Context: an optimization exercise on an open-source flow, tuned for small area. The choices shown serve that exercise and are no tape-out recipe. Only simulation tests tie the RTL to the original design; equivalence was not proved. Power and IR drop assume default switching activity.

==> constraint.sdc <==
create_clock -name core_clock -period 10.0 [get_ports {clk}]
set_input_delay 2.0000 -clock core_clock [delete_from_list [all_inputs] [get_ports {clk}]]
set_output_delay 2.0000 -clock core_clock [all_outputs]
set_load 0.01 [all_outputs]
==> config.mk <==
export PLATFORM = sky130hd
export DESIGN_NAME = color_centroid
export DESIGN_NICKNAME = color_centroid
export VERILOG_FILES = /design/flow/design.v
export SDC_FILE = /design/flow/constraint.sdc
export NUM_CORES = 4
export LEC_CHECK = 0
export ABC_AREA = 1
export CAP_MARGIN = 20
export CORE_MARGIN = 2
export CORE_UTILIZATION = 40
export SLEW_MARGIN = 20
==> design.v <==
module color_centroid
  (
    input         clk,
    input         rst,           
    input  [2:0]  rgbfilter,     
    input         new_frame_i,   
    output [14:0] orig_addr,
    input  [11:0] orig_pxl,
    output        proc_we,
    output [14:0] proc_addr,
    output [11:0] proc_pxl,
    output [7:0]  centroid,
    output        new_centroid,
    output [2:0]  proximity
  );
  reg [14:0] cnt;
  reg        processing;
  reg        we1, we2;
  wire end_cnt = cnt[14] & cnt[11] & cnt[9] & (&cnt[7:0]);  
  always @(posedge clk, posedge rst)
    if (rst) begin
      cnt        <= 15'd0;
      processing <= 1'b0;
      we1        <= 1'b0;
      we2        <= 1'b0;
    end else begin
      we1 <= processing;
      we2 <= we1;
      if (processing) begin
        if (end_cnt) begin
          cnt        <= 15'd0;
          processing <= 1'b0;
        end else
          cnt <= cnt + 1'b1;
      end else if (new_frame_i)
        processing <= 1'b1;
    end
  assign orig_addr = cnt;
  assign proc_we   = we2;
  wire        wnorm = processing & we1;
  wire [14:0] cnt_m2 = cnt - 15'd2;
  assign proc_addr = (cnt_m2 & ~({15{~wnorm}} & 15'h3500)) | {14'd0, ~we1};
  wire frame_done = we1 & ~processing;
  assign new_centroid = we2 & ~we1;
  reg [11:0] pxl_rg;
  reg        thr;
  wire [3:0] red = orig_pxl[11:8];
  wire [3:0] grn = orig_pxl[7:4];
  wire [3:0] blu = orig_pxl[3:0];
  wire red_gt_grn = red > grn;
  wire red_gt_blu = red > blu;
  wire grn_gt_blu = grn > blu;
  wire [3:0] rg_d = red_gt_grn ? red - grn : grn - red;
  wire [3:0] rb_d = red_gt_blu ? red - blu : blu - red;
  wire [3:0] gb_d = grn_gt_blu ? grn - blu : blu - grn;
  wire rg_s = rg_d <= 4'd2;
  wire rb_s = rb_d <= 4'd2;
  wire gb_s = gb_d <= 4'd2;
  wire rg_v = rg_d >= 4'd7;
  wire rb_v = rb_d >= 4'd7;
  wire gb_v = gb_d >= 4'd7;
  reg red_l, grn_l, blu_l, yel_l, cya_l, mag_l, gra_l;
  always @(*) begin
    red_l = 1'b0; grn_l = 1'b0; blu_l = 1'b0; yel_l = 1'b0;
    cya_l = 1'b0; mag_l = 1'b0; gra_l = 1'b0;
    if (red_gt_grn) begin
      if (red_gt_blu) begin
        if (grn_gt_blu) begin
          if (rg_v) red_l = 1'b1;
          else if (rg_s) begin
            if (rb_s) gra_l = 1'b1;
            else if (gb_v) yel_l = 1'b1;
          end
        end else begin
          if (rb_v) red_l = 1'b1;
          else if (rb_s) begin
            if (rg_s) gra_l = 1'b1;
            else if (gb_v) mag_l = 1'b1;
          end
        end
      end else begin
        if (rb_v) blu_l = 1'b1;
        else if (rb_s) begin
          if (gb_s) gra_l = 1'b1;
          else if (rg_v) mag_l = 1'b1;
        end
      end
    end else begin
      if (red_gt_blu) begin
        if (rg_v) grn_l = 1'b1;
        else if (rg_s) begin
          if (rb_v) yel_l = 1'b1;
          else if (gb_s) gra_l = 1'b1;
        end
      end else begin
        if (grn_gt_blu) begin
          if (gb_v) grn_l = 1'b1;
          else if (gb_s) begin
            if (rb_v) cya_l = 1'b1;
            else if (rg_s) gra_l = 1'b1;
          end
        end else begin
          if (gb_v) blu_l = 1'b1;
          else if (gb_s) begin
            if (rb_s) gra_l = 1'b1;
            else if (rg_v) cya_l = 1'b1;
          end
        end
      end
    end
  end
  wire whi_l = gra_l & (&red[3:2]) & (&grn[3:2]) & (&blu[3:2]);
  reg pass;
  always @(*)
    case (rgbfilter)
      3'b100:  pass = red_l;
      3'b010:  pass = grn_l;
      3'b001:  pass = blu_l;
      3'b110:  pass = yel_l;
      3'b101:  pass = mag_l;
      3'b011:  pass = cya_l;
      3'b111:  pass = whi_l;
      default: pass = 1'b1;
    endcase
  always @(posedge clk) begin
    pxl_rg <= orig_pxl;
    thr    <= pass;
  end
  assign proc_pxl = thr ? pxl_rg : 12'd0;
  reg  [3:0] bk;
  wire [3:0] lo = cnt_m2[3:0];
  always @(posedge clk)
    if (!processing)
      bk <= 4'd9;
    else if (cnt[3:0] == 4'd1)
      bk <= (bk == 4'd9) ? 4'd0 : bk + 1'b1;
  wire rowin = (cnt >= 15'd1280) && (cnt < 15'd17920);
  wire colin = (bk >= 4'd1) && (bk <= 4'd8);
  wire pi    = thr & colin & rowin;
  wire       lastc = (lo == 4'd15);
  wire [2:0] grp   = lastc ? bk[2:0] : bk[2:0] - 1'b1;
  reg [13:0] cnt_t;
  reg [12:0] cnt_l, cnt_012, cnt_567;
  reg [11:0] cnt_01, cnt_67;
  reg [10:0] cnt_0, cnt_7;
  wire clr = ~|cnt[14:10];
  always @(posedge clk)
    if (clr) begin
      cnt_t <= 0; cnt_l <= 0; cnt_012 <= 0; cnt_567 <= 0;
      cnt_01 <= 0; cnt_67 <= 0; cnt_0 <= 0; cnt_7 <= 0;
    end else if (pi) begin
      cnt_t <= cnt_t + 1'b1;
      if (grp <= 3'd3) cnt_l   <= cnt_l + 1'b1;
      if (grp <= 3'd2) cnt_012 <= cnt_012 + 1'b1;
      if (grp <= 3'd1) cnt_01  <= cnt_01 + 1'b1;
      if (grp >= 3'd5) cnt_567 <= cnt_567 + 1'b1;
      if (grp >= 3'd6) cnt_67  <= cnt_67 + 1'b1;
      if (bk == 4'd1)  cnt_0   <= cnt_0 + 1'b1;
      if (bk == 4'd8)  cnt_7   <= cnt_7 + 1'b1;
    end
  wire [14:0] dif  = {1'b0, cnt_l, 1'b0} - {1'b0, cnt_t};   
  wire        left = ~dif[14] & (|dif[13:0]);
  wire [13:0] adif = dif[14] ? (~dif[13:0] + 1'b1) : dif[13:0];
  wire [12:0] half = cnt_t[13:1];
  reg [7:0] cen_tmp;
  always @(*) begin
    cen_tmp = 8'd0;
    if (cnt_t <= 14'd128)
      cen_tmp = 8'd0;
    else if (adif < {4'd0, cnt_t[13:4]})
      cen_tmp = 8'b00011000;
    else if (left) begin
      if (cnt_0 >= half)        cen_tmp[0] = 1'b1;
      else if (cnt_01 >= half)  cen_tmp[1] = 1'b1;
      else if (cnt_012 >= half) cen_tmp[2] = 1'b1;
      else                      cen_tmp[3] = 1'b1;
    end else begin
      if (cnt_7 >= half)        cen_tmp[7] = 1'b1;
      else if (cnt_67 >= half)  cen_tmp[6] = 1'b1;
      else if (cnt_567 >= half) cen_tmp[5] = 1'b1;
      else                      cen_tmp[4] = 1'b1;
    end
  end
  reg [2:0] prox_tmp;
  always @(*)
    if (cnt_t[13])      prox_tmp = 3'd7;
    else if (cnt_t[12]) prox_tmp = cnt_t[11] ? 3'd7 : 3'd6;
    else if (cnt_t[11]) prox_tmp = 3'd5;
    else if (cnt_t[10]) prox_tmp = 3'd4;
    else if (cnt_t[9])  prox_tmp = 3'd3;
    else if (cnt_t[8])  prox_tmp = 3'd2;
    else if (cnt_t[7])  prox_tmp = 3'd1;
    else                prox_tmp = 3'd0;
  reg [7:0] cen_o;
  reg [2:0] prox_o;
  always @(posedge clk, posedge rst)
    if (rst) begin
      cen_o  <= 8'd0;
      prox_o <= 3'd0;
    end else if (frame_done) begin
      cen_o  <= cen_tmp;
      prox_o <= prox_tmp;
    end
  assign centroid  = cen_o;
  assign proximity = prox_o;
endmodule
==> run.sh <==
#!/bin/bash
# synth_recipe.tcl (not shown) runs the flow's synth.tcl, then flattens the netlist and writes it again
# the make line also repeats each setting of config.mk as NAME=value (left out here)
make -C /OpenROAD-flow-scripts/flow DESIGN_CONFIG=/design/flow/config.mk WORK_HOME=/design/flow/orfs CLKGATE_MAP_FILE= SYNTH_SCRIPT=/design/flow/synth_recipe.tcl finish
==> flow_summary_export.csv, run 1 <==
group,metric,value,unit
status,status,"finished clean",
critical_path,crit_required,8000,ps
cts,cts_setup_buffers,0,
floorplan,start_util,40.6,%
critical_path,reg2reg_depth,22,
route,drt_iter0_drc,594,
cts,cts_max_level,4,
critical_path,reg2reg_from,"cnt_t[9]",
sta,finalSetupViolCount,0,
yosys,synth-simple-area-share,31.1,%
yosys,ys_ff_latch,145,
global_routing,grt_pass1_wl,46800,µm
yosys,synth_area_per_cell,6.86,µm²
global_routing,antenna_found_initial,0,
power_and_ir_drop,leakage,6.05,nW
yosys,ys.flop_type,"dfxtp_1",
global_routing,grt_pass1_vias,9748,
route,drc_errors,0,
floorplan,dieHeight,172,µm
floorplan,die_area,29500,µm²
sta,finalCriticalPeriod,5180,ps
cts,cts_resized,0,
sta,tns,0,ps
sta,rsz0062_at_grt,"false",
yosys,syn_nets,1800,
yosys,synthAdderAreaFrac,16.3,%
route,wl,28600,µm
layout,fin_nets,1872,
sta,clock_skew,9.89,ps
critical_path,crit_end,"proc_addr[13]",
sta,worst-slew-pin-transition,767,ps
yosys,synth.cells.most_frequent,"nand2_1, inv_1, ha_1, nor2_1, a21oi_1",
placed_design,pre_cts_slack,4840,ps
cts,clock_path_buffers,2,
sta,post-route-period-util,51.8,%
power_and_ir_drop,power.density,134,nW/µm²
floorplan,pin_count,73,
hold_path,hp-class,"flip-flop to flip-flop",
yosys,synth_cell_type_count,58,
route,routedWlPerCell,13.6,µm
yosys,synth-edff-count,0,
floorplan,fp.dieW,172,µm
layout,final-seq-area,3050,µm²
sta,fin_hold_ws,459,ps
cts,cts_tree,"done",
critical_path,path_class,"flip-flop to output port",
sta,hold_viol_final,0,
cts,clk_latency,440,ps
placed_design,io_buffers,72,
route,drt_pass1_iterations,6,
sta,setup_ws,4820,ps
sta,max_freq,0.193,GHz
sta,relSlewSlack,48.9,%
global_routing,grt_util_all_layers,19.8,%
global_routing,grt_overflow_total,0,
floorplan,core_region_area,27700,µm²
placed_design,place_hpwl,21200,µm
placed_design,dpl_cell_area,12400,µm²
layout,drive_gt1_share,4.46,%
power_and_ir_drop,vdd_ir_drop_max,0.146,mV
cts,path_clk_slew,70,ps
placed_design,routabilityCongestion,0.834,
critical_path,rrSetupSlack,5620,ps
route,vias,10700,
layout,diodes,0,
cts,cts_inserted_buffers,17,
critical_path,start_kind,"flip-flop",
critical_path,critical_path_arrival,3180,ps
yosys,syn-cell-area,11300,µm²
critical_path,rr_endpoint,"cen_o[6]",
layout,synthToLayoutAreaGrowth,15.6,%
yosys,synth_top_family_by_area,"simple AND/OR/NAND/NOR gates",
cts,cts.sinks,145,
sta,slew_viol_final,0,
route,avgViaCountPerCell,5.10,
power_and_ir_drop,p_total,1.75,mW
yosys,yosysSeqAreaShare,27.1,%
cts,root_buffer,"clkbuf_16",
yosys,yosys-top-cells-area,"dfxtp_1, ha_1, nand2_1",
layout,final_cell_area,13000,µm²
route,ant_nets,0,
run,maxCapViolations,0,
cts,postCtsHoldBufs,0,
yosys,synth_compound_area_share,13.2,%
yosys,synth.top_cell.area_share,20.6,%
critical_path,cp-startpoint,"cnt[1]",
global_routing,grt_max_degree,58,
yosys,yosysWarnings,1,
yosys,synth_mux_area_share,0,%
yosys,synth-xor-area-share,2.80,%
critical_path,end_kind,"output port",
floorplan,num_rows,61,
yosys,ys_async_sr_fraction,20.0,%
yosys,yosysMostFrequentCell,"nand2_1",
yosys,synth.largest_area_cell,"dfxtp_1",
layout,multiInputGateArea,7130,µm²
layout,fill_cells,2845,
critical_path,path_max_fanout,6,
yosys,synthCells,1640,
-- area by class of cell --
type	count	share of cell area (%)
sequential	145	23.4
tap	378	3.64
clock buffer	17	3.27
multi-input combinational	1211	54.8
inverter	262	7.56
timing repair buffer	75	5.71
clock inverter	15	1.60
-- metrics by stage --
| step | util, % | instances |
|---|---|---|
| 2_1_floorplan | - | 1640 |
| 3_3_place_gp | 44.7 | 2071 |
| 3_5_place_dp | 44.7 | 2071 |
| 4_1_cts | 47.0 | 2103 |
| 5_1_grt | 47.0 | 2103 |
| 6_report | 47.0 | 2103 |
-- power breakdown --
part / total, mW / leakage (nW) / internal, mW / switching, mW
Sequential: 0.649 / 1.31 / 0.607 / 0.0418
Combinational: 0.395 / 4.42 / 0.168 / 0.226
Clock: 0.704 / 0.314 / 0.422 / 0.282
-- state kept, by name, summed over array words and instances, names as in the netlist --
signal      cells
cnt            15
cnt_t          14
cnt_012        13
cnt_567        13
cnt_l          13
cnt_01         12
cnt_67         12
pxl_rg         12
cnt_0          11
cnt_7          11
cen_o           8
bk              4
prox_o          3
processing      1
thr             1
we1             1
we2             1
-- layer usage --
layer / vias to the layer above / track usage [%] / share of wire [%]
met3: 35 / 3.36 / 4.3
li1: 5598 / - / -
met2: 216 / 33.1 / 46
met5: - / 0 / 0
met1: 4885 / 26.3 / 48
met4: 0 / 5.85 / 1.7
-- worst min path at each step --
stage | startpoint | endpoint | slack (ps) | cells after the start
floorplan | processing | we1 | 390 | 0
global placement | cnt_7[10] | cnt_7[10] | 460 | 1
detailed placement | cnt_7[10] | cnt_7[10] | 460 | 1
CTS | cnt_7[10] | cnt_7[10] | 470 | 1
global route | cnt_012[12] | cnt_012[12] | 490 | 2
finish | cnt_7[10] | cnt_7[10] | 460 | 1
-- kinds of logic after synthesis --
family | after synthesis
and+or+nand+nor | 764
xor gates and xnor gates | 33
AOI/OAI and AO/OA | 272
buffers and inverters | 284
DFF | 145
adders and majority gates | 142
-- critical path, cell delays in order, from the launching register on --
cell             delay (ps)
dfrtp_1                 430
inv_1                   180
ha_1                    240
nand3_1                 140
nor3_1                  310
nor3b_1                 350
nand3_1                 220
nor2_1                  130
nor2_1                   50
nor3_1                  140
clkdlybuf4s50_1         560
-- placed cells by master, fill, tap and decap left out, types with 6 or more instances in the layout --
cell	count
nor4_1	14
and3_1	6
fa_1	7
a31oi_1	12
nor3_2	6
clkbuf_16	17
xnor2_1	6
ha_1	135
o21ai_0	90
nor3_1	73
dfxtp_1	116
o21a_1	11
a21oi_1	130
dfrtp_1	29
nand3_1	98
clkdlybuf4s50_1	72
nand4_1	31
nor3b_1	14
nor2_1	135
xor2_1	25
inv_1	255
nand2_1	350
==> run 2, diff against run 1 <==
--- a/config.mk
+++ b/config.mk
@@ -6,5 +6,4 @@
 export NUM_CORES = 4
 export LEC_CHECK = 0
-export ABC_AREA = 1
 export CAP_MARGIN = 20
 export CORE_MARGIN = 2
==> flow_summary_export.csv, run 2 <==
group,metric,value,unit
yosys,synthCells,1220,
critical_path,critical_path_arrival,5720,ps
yosys,syn-cell-area,10400,µm²
run,maxCapViolations,0,
layout,fin_nets,1441,
floorplan,fp.dieW,165,µm
layout,fin_cells,1629,
sta,setup_ws,4640,ps
yosys,synth_cell_type_count,79,
cts,cts.sinks,145,
critical_path,crit_required,10350,ps
critical_path,worst-path-buf-inv,2,
global_routing,grt_overflow_total,0,
cts,clock_path_buffers,2,
cts,cts_setup_buffers,0,
critical_path,path_depth,11,
sta,finalCriticalPeriod,5360,ps
cts,clk_latency,440,ps
yosys,synth.cells.most_frequent,"nor2_1, ha_1, dfxtp_1",
critical_path,cpPeakStageDelay,890,ps
sta,finalSetupViolCount,0,
critical_path,cp_top_family,"compound AO/OA/AOI/OAI gates",
route,wl,25200,µm
critical_path,path_class,"input pin to flip-flop",
floorplan,pin_count,73,
sta,rsz0062_at_grt,"false",
power_and_ir_drop,power.density,138,nW/µm²
layout,diodes,0,
route,drc_errors,0,
yosys,ys_ff_latch,145,
cts,path_clk_slew,70,ps
sta,relSlewSlack,21.4,%
layout,fill_cells,2517,
power_and_ir_drop,vdd_ir_drop_max,0.127,mV
placed_design,place_inst,1597,
layout,largest_register,"cnt",
power_and_ir_drop,p_total,1.66,mW
placed_design,pre_cts_slack,4190,ps
yosys,synth.top_cell.area_share,22.3,%
yosys,synth-edff-count,0,
sta,post-route-period-util,53.6,%
floorplan,dieHeight,165,µm
cts,root_buffer,"clkbuf_16",
hold_path,hold_depth,2,
cts,cts_max_level,4,
layout,largest_register_ffs,15,
cts,postCtsHoldBufs,0,
global_routing,grt_util_all_layers,19.2,%
critical_path,path_max_fanout,12,
layout,final_common_cell,"nor2_1",
global_routing,antenna_found_initial,0,
sta,tns,0,ps
placed_design,io_buffers,72,
layout,reg_top3,"cnt (15), cnt_t (14)",
global_routing,grt_pass1_vias,8128,
yosys,yosys-top-cells-area,"dfxtp_1, ha_1, dfrtp_1",
critical_path,crit_chain,"clkdlybuf4s50_1 > inv_1 > ha_1 > a41oi_1 > mux2i_1 > xnor2_1 > o211ai_1 > or4_1 > a211oi_1 > o21ai_0 > o221ai_1",
route,drt_iter0_drc,488,
sta,slew_viol_final,0,
yosys,ys.flop_type,"dfxtp_1",
floorplan,num_rows,59,
sta,hold_viol_final,0,
placed_design,routabilityCongestion,0.858,
yosys,ys_async_sr_fraction,20.0,%
hold_path,hp-class,"flip-flop to flip-flop",
route,avgViaCountPerCell,5.33,
floorplan,start_util,40.4,%
critical_path,start_kind,"input pin",
sta,worst-slew-pin-transition,1170,ps
global_routing,grt_pass1_wl,41500,µm
sta,fin_hold_ws,483,ps
yosys,yosysSeqAreaShare,29.3,%
layout,final_cell_area,12000,µm²
critical_path,end_kind,"flip-flop",
critical_path,reg2reg_depth,19,
yosys,yosysMostFrequentCell,"nor2_1",
layout,layout_common_cells,"nor2_1, ha_1, dfxtp_1",
sta,clock_skew,21.5,ps
floorplan,core_region_area,25800,µm²
layout,drive_gt1_share,4.48,%
layout,fin_util,46.7,%
yosys,synth_area_per_cell,8.52,µm²
route,drt_pass1_iterations,5,
route,vias,8682,
route,routedWlPerCell,15.5,µm
route,ant_nets,0,
cts,cts_inserted_buffers,17,
critical_path,slowest_stage,"a41oi_1",
yosys,syn_nets,1380,
power_and_ir_drop,leakage,4.83,nW
cts,cts_tree,"done",
sta,max_freq,0.186,GHz
floorplan,die_area,27300,µm²
cts,cts_resized,0,
layout,synthToLayoutAreaGrowth,15.7,%
placed_design,dpl_cell_area,11400,µm²
status,status,"finished clean",
yosys,synth.largest_area_cell,"dfxtp_1",
global_routing,grt_max_degree,100,
placed_design,place_hpwl,18400,µm
yosys,yosysWarnings,1,
## run 2: cell type report
type	count	area [µm²]	area share (%)
timing repair buffer	74	736	6.11
multi-input combinational	986	7000	58.2
tap	335	419	3.48
clock inverter	15	189	1.57
inverter	57	214	1.78
sequential	145	3050	25.3
clock buffer	17	425	3.54
## run 2: worst register-to-register path: stages (launching register included)
cell and delay [ps]:
dfxtp_1 660, inv_1 230, fa_1 520, a211oi_2 260
o31ai_2 160, o2111ai_1 290, a21boi_0 210, o21ai_1 610
nand2_1 150, xnor2_1 160, ha_1 270, a21o_1 160
a21oi_1 130, o21ai_0 140, a211oi_1 240, o31ai_1 100
a21oi_1 130, and3b_1 180, and3_1 320, o41ai_2 130
## run 2: per-layer routing
metal | share of wire (%) | vias up | global-route usage [%]
li1 | - | 4451 | -
met1 | 49 | 4078 | 25.8
met2 | 46 | 130 | 31.5
met3 | 3.4 | 23 | 3.30
met4 | 1.5 | 0 | 5.81
met5 | 0 | - | 0
## run 2: kinds of logic after synthesis
group | count (synthesis) | share of synthesized area [%]
compound gates | 237 | 15.5
xor+xnor | 125 | 10.6
fa+ha+maj | 142 | 17.6
buf+inv | 89 | 3.41
flops | 145 | 29.3
mux | 20 | 1.93
simple gates | 462 | 21.6
## run 2: final timing paths
check | startpoint | to | slack, ps
max | orig_pxl[1] | thr | 4640
min | cen_o[1] | cen_o[1] | 480
max reg2reg | cnt_t[1] | cen_o[0] | 4840
min reg2reg | cen_o[1] | cen_o[1] | 480
max in group asynchronous | rst | processing | 7790
min in group asynchronous | rst | cen_o[7] | 1930
## run 2: where the power goes
part / internal, mW / switching (mW)
sequential: 0.603 / 0.0470
clock: 0.340 / 0.308
combinational: 0.175 / 0.189
total: 1.12 / 0.544

[afterwards: timing with drivers on the ports]
How much do the figures lean on ideal ports? The routed layouts below were timed once more, with nothing changed but the port constraints. Step 1: set_driving_cell puts a clkbuf_16 on clk and a buf_2 on each other input, an assumption about the parent block. Step 2, shift: input delay + t, output delay - t, t = (earliest + latest rising clock arrival at the registers) / 2. This alone moves slack from input paths to output paths. Slacks: no drivers / after step 1 / after step 2; pairs: no drivers / after step 1.
run	t (ns)	slack for setup (ns)	latest minus earliest clock arrival (ns)	pins driven straight from the clock port
run 1	0.482	4.820 / 4.771 / 4.845	0.012 / 0.012	1
run 2	0.471	4.637 / 4.654 / 4.184	0.022 / 0.021	1
After both steps setup and hold are still met in every run listed. For run 2, which loses most, drivers alone change the setup slack by +0.017 ns; drivers and shift together by -0.453 ns.
